Source: an optimization exercise on an open RTL-to-GDS flow (aim: small area, a short achievable clock period and few clock cycles per item). Production flows keep margins and buffers that such runs may drop. Where RTL was checked, it was by simulation tests only, not by an equivalence proof against the original. Power and IR drop assume default switching activity.

==> module Divider, before the edit <==
module Divider(CLK, CS, WE, SN, AD, DI, DO, DONE);
    input CLK;
    input CS;
    input WE;
    input SN;
    input AD;
    input [17:0] DI;
    output DONE;
    output [17:0] DO;
    reg [17:0] R;        
    reg [17:0] D;        
    reg [17:0] Q;        
    reg [4:0]  K;        
    reg [4:0]  L;        
    reg        busy;
    reg        first;
    reg        neg_quo;
    reg        neg_rem;
    function [4:0] lzc;
        input [17:0] x;
        integer i;
        begin
            lzc = 5'd18;
            for (i = 0; i < 18; i = i + 1)
                if (x[i]) lzc = 5'd17 - i;
        end
    endfunction
    wire        wr_n = CS & WE & ~AD;
    wire        wr_d = CS & WE & AD;
    wire        neg_in = SN & DI[17];
    wire [17:0] mag_in = neg_in ? (~DI + 18'd1) : DI;
    wire        d_zero = (DI == 18'd0);
    wire [17:0] rmask;
    genvar m;
    generate for (m = 0; m < 18; m = m + 1) begin : rm
        assign rmask[m] = |R[17:m];
    end endgenerate
    wire        d_big = |(mag_in & ~rmask);      
    wire [4:0]  kk = K - L;
    wire        align = first & (K != L);            
    wire [18:0] sg [0:5];
    wire [18:0] sp [0:5];
    assign sg[0] = {R & ~D, 1'b1};
    assign sp[0] = {R ^ ~D, 1'b0};
    genvar l, i;
    generate for (l = 0; l < 5; l = l + 1) begin : lv
        for (i = 0; i < 19; i = i + 1) begin : b
            if ((i >> l) & 1) begin : m
                localparam integer j = ((i >> l) << l) - 1;
                assign sg[l+1][i] = sg[l][i] | (sp[l][i] & sg[l][j]);
                assign sp[l+1][i] = sp[l][i] & sp[l][j];
            end else begin : t
                assign sg[l+1][i] = sg[l][i];
                assign sp[l+1][i] = sp[l][i];
            end
        end
    end endgenerate
    wire [18:0] diff = {sg[5][18], sp[0][18:1] ^ sg[5][17:0]};
    wire        c = diff[18];
    wire        step = busy & ~align;
    assign DONE = ~busy;
    wire [17:0] quo_out = neg_quo ? (~Q + 18'd1) : Q;
    wire [17:0] rem_out = neg_rem ? (~R + 18'd1) : R;
    assign DO = AD ? rem_out : quo_out;
    always @(posedge CLK) begin
        if (wr_n)
            R <= mag_in;
        else if (step & c)
            R <= diff[17:0];
        if (wr_d)
            D <= mag_in;
        else if (align)
            D <= D << kk;
        else
            D <= D >> 1;
        if (wr_d)
            Q <= {18{d_zero}};
        else if (step)
            Q <= {Q[16:0], c};
        L <= lzc(R);
        if (wr_d)
            K <= lzc(mag_in);
        else if (first)
            K <= kk;
        else
            K <= K - 5'd1;
        if (wr_d) begin
            busy <= ~d_zero & ~d_big;
            first <= 1'b1;
        end
        else begin
            if (step & (first | (K == 5'd0))) busy <= 1'b0;
            first <= 1'b0;
        end
        if (wr_n) begin
            neg_quo <= neg_in;
            neg_rem <= neg_in;
        end
        else if (wr_d)
            neg_quo <= neg_quo ^ neg_in;
    end
endmodule
==> flow/config.mk <==
export PLATFORM = sky130hd
export DESIGN_NAME = Divider
export DESIGN_NICKNAME = Divider
export VERILOG_FILES = /design/flow/design.v
export SDC_FILE = /design/flow/constraint.sdc
export NUM_CORES = 4
export LEC_CHECK = 0
export ABC_CLOCK_PERIOD_IN_PS = 3500
export CAP_MARGIN = 20
export CORE_MARGIN = 2
export CORE_UTILIZATION = 60
export PLACE_DENSITY = 0.7
export SETUP_SLACK_MARGIN = 1.5
export SLEW_MARGIN = 20
==> flow/constraint.sdc <==
create_clock -name core_clock -period 5.0 [get_ports {CLK}]
set_input_delay 1.0000 -clock core_clock [delete_from_list [all_inputs] [get_ports {CLK}]]
set_output_delay 1.0000 -clock core_clock [all_outputs]
set_load 0.01 [all_outputs]
standard.sh (not shown) runs the stock make flow with config.mk's settings and CLKGATE_MAP_FILE= SYNTH_SCRIPT=/design/flow/synth_recipe.tcl, a recipe that flattens the netlist after the stock synthesis.
==> flow/flow/run.sh <==
#!/bin/bash
# The standard layout (the standard.sh, unchanged synthesis and steps),
# with the port buffers that buffer_ports inserts made plain buf_2 cells
# instead of the delay buffers it picks by default.
set -euo pipefail
export BUFFER_PORTS_ARGS="-buffer_cell sky130_fd_sc_hd__buf_2"
bash standard.sh > standard.log 2>&1
Edit:
--- a/flow/design.v
+++ b/flow/design.v
@@ -28,18 +28,16 @@
     wire        wr_n = CS & WE & ~AD;
     wire        wr_d = CS & WE & AD;
     wire        neg_in = SN & DI[17];
     wire [17:0] mag_in = neg_in ? (~DI + 18'd1) : DI;
     wire        d_zero = (DI == 18'd0);
-    wire [17:0] rmask;
-    genvar m;
-    generate for (m = 0; m < 18; m = m + 1) begin : rm
-        assign rmask[m] = |R[17:m];
-    end endgenerate
-    wire        d_big = |(mag_in & ~rmask);      
+    wire        neg_q_in = neg_quo ^ neg_in;
     wire [4:0]  kk = K - L;
-    wire        align = first & (K != L);            
+    wire        q_zero = first & (K < L);            
+    wire        align = first & (K > L);
+    wire        step = busy & ~first | first & (K == L);
+    wire        pre = first & neg_quo;               
     wire [18:0] sg [0:5];
     wire [18:0] sp [0:5];
     assign sg[0] = {R & ~D, 1'b1};
     assign sp[0] = {R ^ ~D, 1'b0};
     genvar l, i;
@@ -53,50 +51,51 @@
                 assign sg[l+1][i] = sg[l][i];
                 assign sp[l+1][i] = sp[l][i];
             end
         end
     end endgenerate
-    wire [18:0] diff = {sg[5][18], sp[0][18:1] ^ sg[5][17:0]};
-    wire        c = diff[18];
-    wire        step = busy & ~align;
-    assign DONE = ~busy;
-    wire [17:0] quo_out = neg_quo ? (~Q + 18'd1) : Q;
+    wire [17:0] diff = sp[0][18:1] ^ sg[5][17:0];
+    wire        c = sg[5][18];                   
+    assign DONE = ~busy | q_zero;
+    wire [17:0] quo_out = Q ^ {18{neg_quo}};
     wire [17:0] rem_out = neg_rem ? (~R + 18'd1) : R;
     assign DO = AD ? rem_out : quo_out;
     always @(posedge CLK) begin
         if (wr_n)
             R <= mag_in;
-        else if (step & c)
-            R <= diff[17:0];
+        else if ((step | pre) & c)
+            R <= diff;
         if (wr_d)
             D <= mag_in;
         else if (align)
             D <= D << kk;
         else
             D <= D >> 1;
         if (wr_d)
-            Q <= {18{d_zero}};
+            Q <= {{17{d_zero | neg_q_in}}, d_zero ^ neg_q_in};
         else if (step)
-            Q <= {Q[16:0], c};
+            Q <= {Q[16:0] & ~{17{pre & c}}, c ^ pre};
+        else if (align)
+            Q <= 18'd0;
         L <= lzc(R);
         if (wr_d)
             K <= lzc(mag_in);
         else if (first)
             K <= kk;
         else
             K <= K - 5'd1;
         if (wr_d) begin
-            busy <= ~d_zero & ~d_big;
-            first <= 1'b1;
+            busy <= ~d_zero;
+            first <= ~d_zero;
         end
         else begin
-            if (step & (first | (K == 5'd0))) busy <= 1'b0;
+            if (q_zero | step & (first | (K == 5'd0))) busy <= 1'b0;
             first <= 1'b0;
         end
         if (wr_n) begin
             neg_quo <= neg_in;
             neg_rem <= neg_in;
         end
         else if (wr_d)
-            neg_quo <= neg_quo ^ neg_in;
+            neg_quo <= neg_q_in;
     end
 endmodule
The changed run passed the timing, design-rule and antenna checks.
Cell area is lower by a few percent.
Power is about the same.
Synthesized cell count is lower by a few percent.
Routed wire length is lower by roughly a tenth.
Setup slack improves by 92 ps.
Testbench counts after the change, summed over its fixed seeds: cycles 10,057, items 2,400.
Only the layout flow was run in the first run of this note; the RTL was not checked for function there.


The RTL this note starts from:
==> flow/design.v <==
module Divider(CLK, CS, WE, SN, AD, DI, DO, DONE);
    input CLK;
    input CS;
    input WE;
    input SN;
    input AD;
    input [17:0] DI;
    output DONE;
    output [17:0] DO;
    reg [17:0] R;        
    reg [18:0] D;        
    reg [17:0] Q;        
    reg [4:0]  K;        
    reg [4:0]  L;        
    reg        busy;
    reg        first;
    reg        neg_quo;
    reg        neg_rem;
    function [4:0] lzc;
        input [17:0] x;
        integer i;
        begin
            lzc = 5'd18;
            for (i = 0; i < 18; i = i + 1)
                if (x[i]) lzc = 5'd17 - i;
        end
    endfunction
    wire        wr_n = CS & WE & ~AD;
    wire        wr_d = CS & WE & AD;
    wire        neg_in = SN & DI[17];
    wire        di_zero = (DI == 18'd0);
    wire        neg_q_in = neg_quo ^ neg_in;
    wire [17:0] por;
    genvar m;
    generate for (m = 0; m < 18; m = m + 1) begin : po
        if (m == 0) begin : z
            assign por[m] = 1'b0;
        end else begin : o
            assign por[m] = |DI[m-1:0];
        end
    end endgenerate
    wire [17:0] nmag = DI ^ ({18{~neg_in}} & por);
    wire [4:0]  lz_in = lzc(~nmag);              
    wire [4:0]  kg [0:3];
    wire [4:0]  kp [0:3];
    assign kg[0] = K & ~L;
    assign kp[0] = ~(K ^ L);
    genvar kl, ki;
    generate for (kl = 0; kl < 3; kl = kl + 1) begin : klv
        for (ki = 0; ki < 5; ki = ki + 1) begin : kb
            if ((ki >> kl) & 1) begin : m
                localparam integer j = ((ki >> kl) << kl) - 1;
                assign kg[kl+1][ki] = kg[kl][ki] | (kp[kl][ki] & kg[kl][j]);
                assign kp[kl+1][ki] = kp[kl][ki] & kp[kl][j];
            end else begin : t
                assign kg[kl+1][ki] = kg[kl][ki];
                assign kp[kl+1][ki] = kp[kl][ki];
            end
        end
    end endgenerate
    wire [4:0]  kc = {kg[3][3:0] | kp[3][3:0], 1'b1};      
    wire [4:0]  kk = kp[0] ^ kc;
    wire        k_ge = kg[3][4] | kp[3][4];                
    wire        k_eq = kp[3][4];                           
    wire        q_zero = first & ~k_ge;          
    wire        align = first & k_ge & ~k_eq;
    wire        step = busy & ~first | first & k_eq;
    wire        pre = first & neg_quo;           
    wire [18:0] a = {neg_rem & R[17], R};
    wire [18:0] sg [0:5];
    wire [18:0] sp [0:5];
    assign sg[0] = a & D;
    assign sp[0] = a ^ D;
    genvar l, i;
    generate for (l = 0; l < 5; l = l + 1) begin : lv
        for (i = 0; i < 19; i = i + 1) begin : b
            if ((i >> l) & 1) begin : m
                localparam integer j = ((i >> l) << l) - 1;
                assign sg[l+1][i] = sg[l][i] | (sp[l][i] & sg[l][j]);
                assign sp[l+1][i] = sp[l][i] & sp[l][j];
            end else begin : t
                assign sg[l+1][i] = sg[l][i];
                assign sp[l+1][i] = sp[l][i];
            end
        end
    end endgenerate
    wire [17:0] cy = {sg[5][16:0] | (sp[5][16:0] & {17{neg_rem}}), neg_rem};
    wire [17:0] sum = sp[0][17:0] ^ cy;
    wire        sign0 = sp[0][18] ^ sg[5][17];   
    wire        c = sign0 ^ ~neg_rem;            
    assign DONE = ~busy | q_zero;
    assign DO = AD ? R : Q ^ {18{neg_quo}};
    wire [37:0] dsh = {D, {19{neg_rem}}} << kk;
    always @(posedge CLK) begin
        if (wr_n)
            R <= DI;
        else if ((step | pre) & c)
            R <= sum;
        if (wr_d)
            D <= {1'b1, nmag} ^ {19{neg_rem}};
        else if (align)
            D <= dsh[37:19];
        else
            D <= {D[18], D[18:1]};
        if (wr_d)
            Q <= {{17{di_zero | neg_q_in}}, di_zero ^ neg_q_in};
        else if (step)
            Q <= {Q[16:0] & ~{17{pre & c}}, c ^ pre};
        else if (align)
            Q <= 18'd0;
        if (wr_n)
            L <= di_zero ? 5'd18 : lz_in;
        if (wr_d)
            K <= lz_in;
        else if (first)
            K <= kk;
        else
            K <= K - 5'd1;
        if (wr_d) begin
            busy <= ~di_zero;
            first <= ~di_zero;
        end
        else begin
            if (q_zero | step & (first | (K == 5'd0))) busy <= 1'b0;
            first <= 1'b0;
        end
        if (wr_n) begin
            neg_quo <= neg_in;
            neg_rem <= neg_in;
        end
        else if (wr_d)
            neg_quo <= neg_q_in;
    end
endmodule
==> flow/config.mk <==
export PLATFORM = sky130hd
export DESIGN_NAME = Divider
export DESIGN_NICKNAME = Divider
export VERILOG_FILES = /design/flow/design.v
export SDC_FILE = /design/flow/constraint.sdc
export NUM_CORES = 4
export LEC_CHECK = 0
export CAP_MARGIN = 20
export CORE_MARGIN = 2
export CORE_UTILIZATION = 60
export PLACE_DENSITY = 0.7
export SETUP_SLACK_MARGIN = 2.0
export SLEW_MARGIN = 20
==> flow/constraint.sdc <==
create_clock -name core_clock -period 5.0 [get_ports {CLK}]
set_input_delay 1.0000 -clock core_clock [delete_from_list [all_inputs] [get_ports {CLK}]]
set_output_delay 1.0000 -clock core_clock [all_outputs]
set_load 0.01 [all_outputs]
Scripts as last shown in full above: flow/flow/run.sh
Change:
--- a/flow/design.v
+++ b/flow/design.v
@@ -41,30 +41,10 @@
     end endgenerate
     wire [17:0] nmag = DI ^ ({18{~neg_in}} & por);
     wire [4:0]  lz_in = lzc(~nmag);              
-    wire [4:0]  kg [0:3];
-    wire [4:0]  kp [0:3];
-    assign kg[0] = K & ~L;
-    assign kp[0] = ~(K ^ L);
-    genvar kl, ki;
-    generate for (kl = 0; kl < 3; kl = kl + 1) begin : klv
-        for (ki = 0; ki < 5; ki = ki + 1) begin : kb
-            if ((ki >> kl) & 1) begin : m
-                localparam integer j = ((ki >> kl) << kl) - 1;
-                assign kg[kl+1][ki] = kg[kl][ki] | (kp[kl][ki] & kg[kl][j]);
-                assign kp[kl+1][ki] = kp[kl][ki] & kp[kl][j];
-            end else begin : t
-                assign kg[kl+1][ki] = kg[kl][ki];
-                assign kp[kl+1][ki] = kp[kl][ki];
-            end
-        end
-    end endgenerate
-    wire [4:0]  kc = {kg[3][3:0] | kp[3][3:0], 1'b1};      
-    wire [4:0]  kk = kp[0] ^ kc;
-    wire        k_ge = kg[3][4] | kp[3][4];                
-    wire        k_eq = kp[3][4];                           
-    wire        q_zero = first & ~k_ge;          
-    wire        align = first & k_ge & ~k_eq;
-    wire        step = busy & ~first | first & k_eq;
+    wire [4:0]  kk = K - L;
+    wire        q_zero = first & (K < L);        
+    wire        align = first & (K > L);
+    wire        step = busy & ~first | first & (K == L);
     wire        pre = first & neg_quo;           
     wire [18:0] a = {neg_rem & R[17], R};
     wire [18:0] sg [0:5];
Setup slack gets worse by 70 ps.
Area after synthesis came out lower by 1.6%.
Core utilization came out lower by 0.86 points.
Non-clock buffer count came out lower by 1.
Wire length came out higher by about 2.5%.
Global-route usage came out higher by 1.7 points.
Clock skew came out lower by 10 ps.
Register-to-register slack gets worse by 70 ps.
Sequential share of layout area came out higher by 0.51 points.
Design area came out lower by about 2%.
Fmax came out lower by about 2.3%.
Testbench counts after the change, summed over its fixed seeds: cycles 10,107, items 2,400.
The RTL of the first run of this note was laid out without a check of its function.


Starts from the design.v that is shown in full above.
Settings: LEC_CHECK=0, ABC_AREA=1, CAP_MARGIN=20, CORE_MARGIN=2, CORE_UTILIZATION=60, PLACE_DENSITY=0.7, SETUP_SLACK_MARGIN=2.0, SLEW_MARGIN=20; clock period 5.0 ns.
Scripts as last shown in full above: flow/flow/run.sh
Next try:
--- a/flow/design.v
+++ b/flow/design.v
@@ -13,12 +13,13 @@
     reg [4:0]  K;        
     reg [4:0]  L;        
     reg        busy;
     reg        first;
     reg        neg_quo;
     reg        neg_rem;
+    reg        q_neg0;   
     function [4:0] lzc;
         input [17:0] x;
         integer i;
         begin
             lzc = 5'd18;
             for (i = 0; i < 18; i = i + 1)
@@ -38,36 +39,16 @@
         end else begin : o
             assign por[m] = |DI[m-1:0];
         end
     end endgenerate
     wire [17:0] nmag = DI ^ ({18{~neg_in}} & por);
     wire [4:0]  lz_in = lzc(~nmag);              
-    wire [4:0]  kg [0:3];
-    wire [4:0]  kp [0:3];
-    assign kg[0] = K & ~L;
-    assign kp[0] = ~(K ^ L);
-    genvar kl, ki;
-    generate for (kl = 0; kl < 3; kl = kl + 1) begin : klv
-        for (ki = 0; ki < 5; ki = ki + 1) begin : kb
-            if ((ki >> kl) & 1) begin : m
-                localparam integer j = ((ki >> kl) << kl) - 1;
-                assign kg[kl+1][ki] = kg[kl][ki] | (kp[kl][ki] & kg[kl][j]);
-                assign kp[kl+1][ki] = kp[kl][ki] & kp[kl][j];
-            end else begin : t
-                assign kg[kl+1][ki] = kg[kl][ki];
-                assign kp[kl+1][ki] = kp[kl][ki];
-            end
-        end
-    end endgenerate
-    wire [4:0]  kc = {kg[3][3:0] | kp[3][3:0], 1'b1};      
-    wire [4:0]  kk = kp[0] ^ kc;
-    wire        k_ge = kg[3][4] | kp[3][4];                
-    wire        k_eq = kp[3][4];                           
-    wire        q_zero = first & ~k_ge;          
-    wire        align = first & k_ge & ~k_eq;
-    wire        step = busy & ~first | first & k_eq;
+    wire [4:0]  kk = K - L;
+    wire        q_zero = first & (K < L);        
+    wire        align = first & (K > L);
+    wire        step = busy & ~first | first & (K == L);
     wire        pre = first & neg_quo;           
     wire [18:0] a = {neg_rem & R[17], R};
     wire [18:0] sg [0:5];
     wire [18:0] sp [0:5];
     assign sg[0] = a & D;
     assign sp[0] = a ^ D;
@@ -86,13 +67,13 @@
     end endgenerate
     wire [17:0] cy = {sg[5][16:0] | (sp[5][16:0] & {17{neg_rem}}), neg_rem};
     wire [17:0] sum = sp[0][17:0] ^ cy;
     wire        sign0 = sp[0][18] ^ sg[5][17];   
     wire        c = sign0 ^ ~neg_rem;            
     assign DONE = ~busy | q_zero;
-    assign DO = AD ? R : Q ^ {18{neg_quo}};
+    assign DO = AD ? R : (Q ^ {18{neg_quo}}) & ~{18{q_neg0}};
     wire [37:0] dsh = {D, {19{neg_rem}}} << kk;
     always @(posedge CLK) begin
         if (wr_n)
             R <= DI;
         else if ((step | pre) & c)
             R <= sum;
@@ -100,17 +81,21 @@
             D <= {1'b1, nmag} ^ {19{neg_rem}};
         else if (align)
             D <= dsh[37:19];
         else
             D <= {D[18], D[18:1]};
         if (wr_d)
-            Q <= {{17{di_zero | neg_q_in}}, di_zero ^ neg_q_in};
+            Q <= {{17{di_zero}}, di_zero & ~neg_q_in};
         else if (step)
-            Q <= {Q[16:0] & ~{17{pre & c}}, c ^ pre};
+            Q <= {Q[16:0] & ~{17{pre}}, c & ~pre};
+        if (wr_d)
+            q_neg0 <= neg_q_in & ~di_zero;
         else if (align)
-            Q <= 18'd0;
+            q_neg0 <= 1'b0;
+        else if (step & pre)
+            q_neg0 <= ~c;
         if (wr_n)
             L <= di_zero ? 5'd18 : lz_in;
         if (wr_d)
             K <= lz_in;
         else if (first)
             K <= kk;
=> Setup slack improved by 0.16 ns. Final cell count is lower by 3.1%. Area after synthesis is lower by about 2.4%. Global-route usage is higher by 1.4 points. Final area is lower by 1.8%. Flip-flop and latch count is higher by 1. Worst hold slack got worse by 0.045 ns. Routed wire length is lower by about 2.5%. Power is higher by 2.9%. Synthesized cell count is lower by 4.9%. Via count is higher by 1.1%. Register-to-register slack improved by 0.16 ns. Critical path depth is lower by 3. First-iteration DRC count is lower by 5.9%.
Testbench counts after the change, summed over its fixed seeds: cycles 10,107, items 2,400.
Only the layout flow was run in the first run of this note; the RTL was not checked for function there.

separate check: timing with driven ports:
Ports are ideal in the flow. The routed layouts listed here were re-timed in OpenROAD.
Step 1 assumes that a clkbuf_16 drives the clock port and a buf_2 every other input.
Step 2, shift: input delay + t, output delay - t, t = (earliest + latest rising clock arrival at the registers) / 2. This alone moves slack from input paths to output paths.
Three values: ideal, step 1, step 2; two values: the first two.
run	t (ns)	setup WS [ns]	worst hold slack (ns)
the first run of note 1	0.393	1.490 / 1.453 / 1.278	0.531 / 0.531 / 0.531
the second run of note 1	0.386	1.582 / 1.582 / 1.312	0.556 / 0.556 / 0.556
the first run of note 2	0.403	2.039 / 2.039 / 1.650	0.584 / 0.584 / 0.584
the second run of note 2	0.405	1.969 / 1.956 / 1.741	0.579 / 0.579 / 0.579
the first run of note 3	0.387	1.937 / 1.905 / 1.777	0.572 / 0.572 / 0.572
the second run of note 3	0.387	2.093 / 2.058 / 1.862	0.527 / 0.527 / 0.527
After both steps every run listed still meets setup and hold. For the first run of note 2, which loses most, drivers alone change the setup slack by 0.000 ns; drivers and shift together by -0.389 ns.
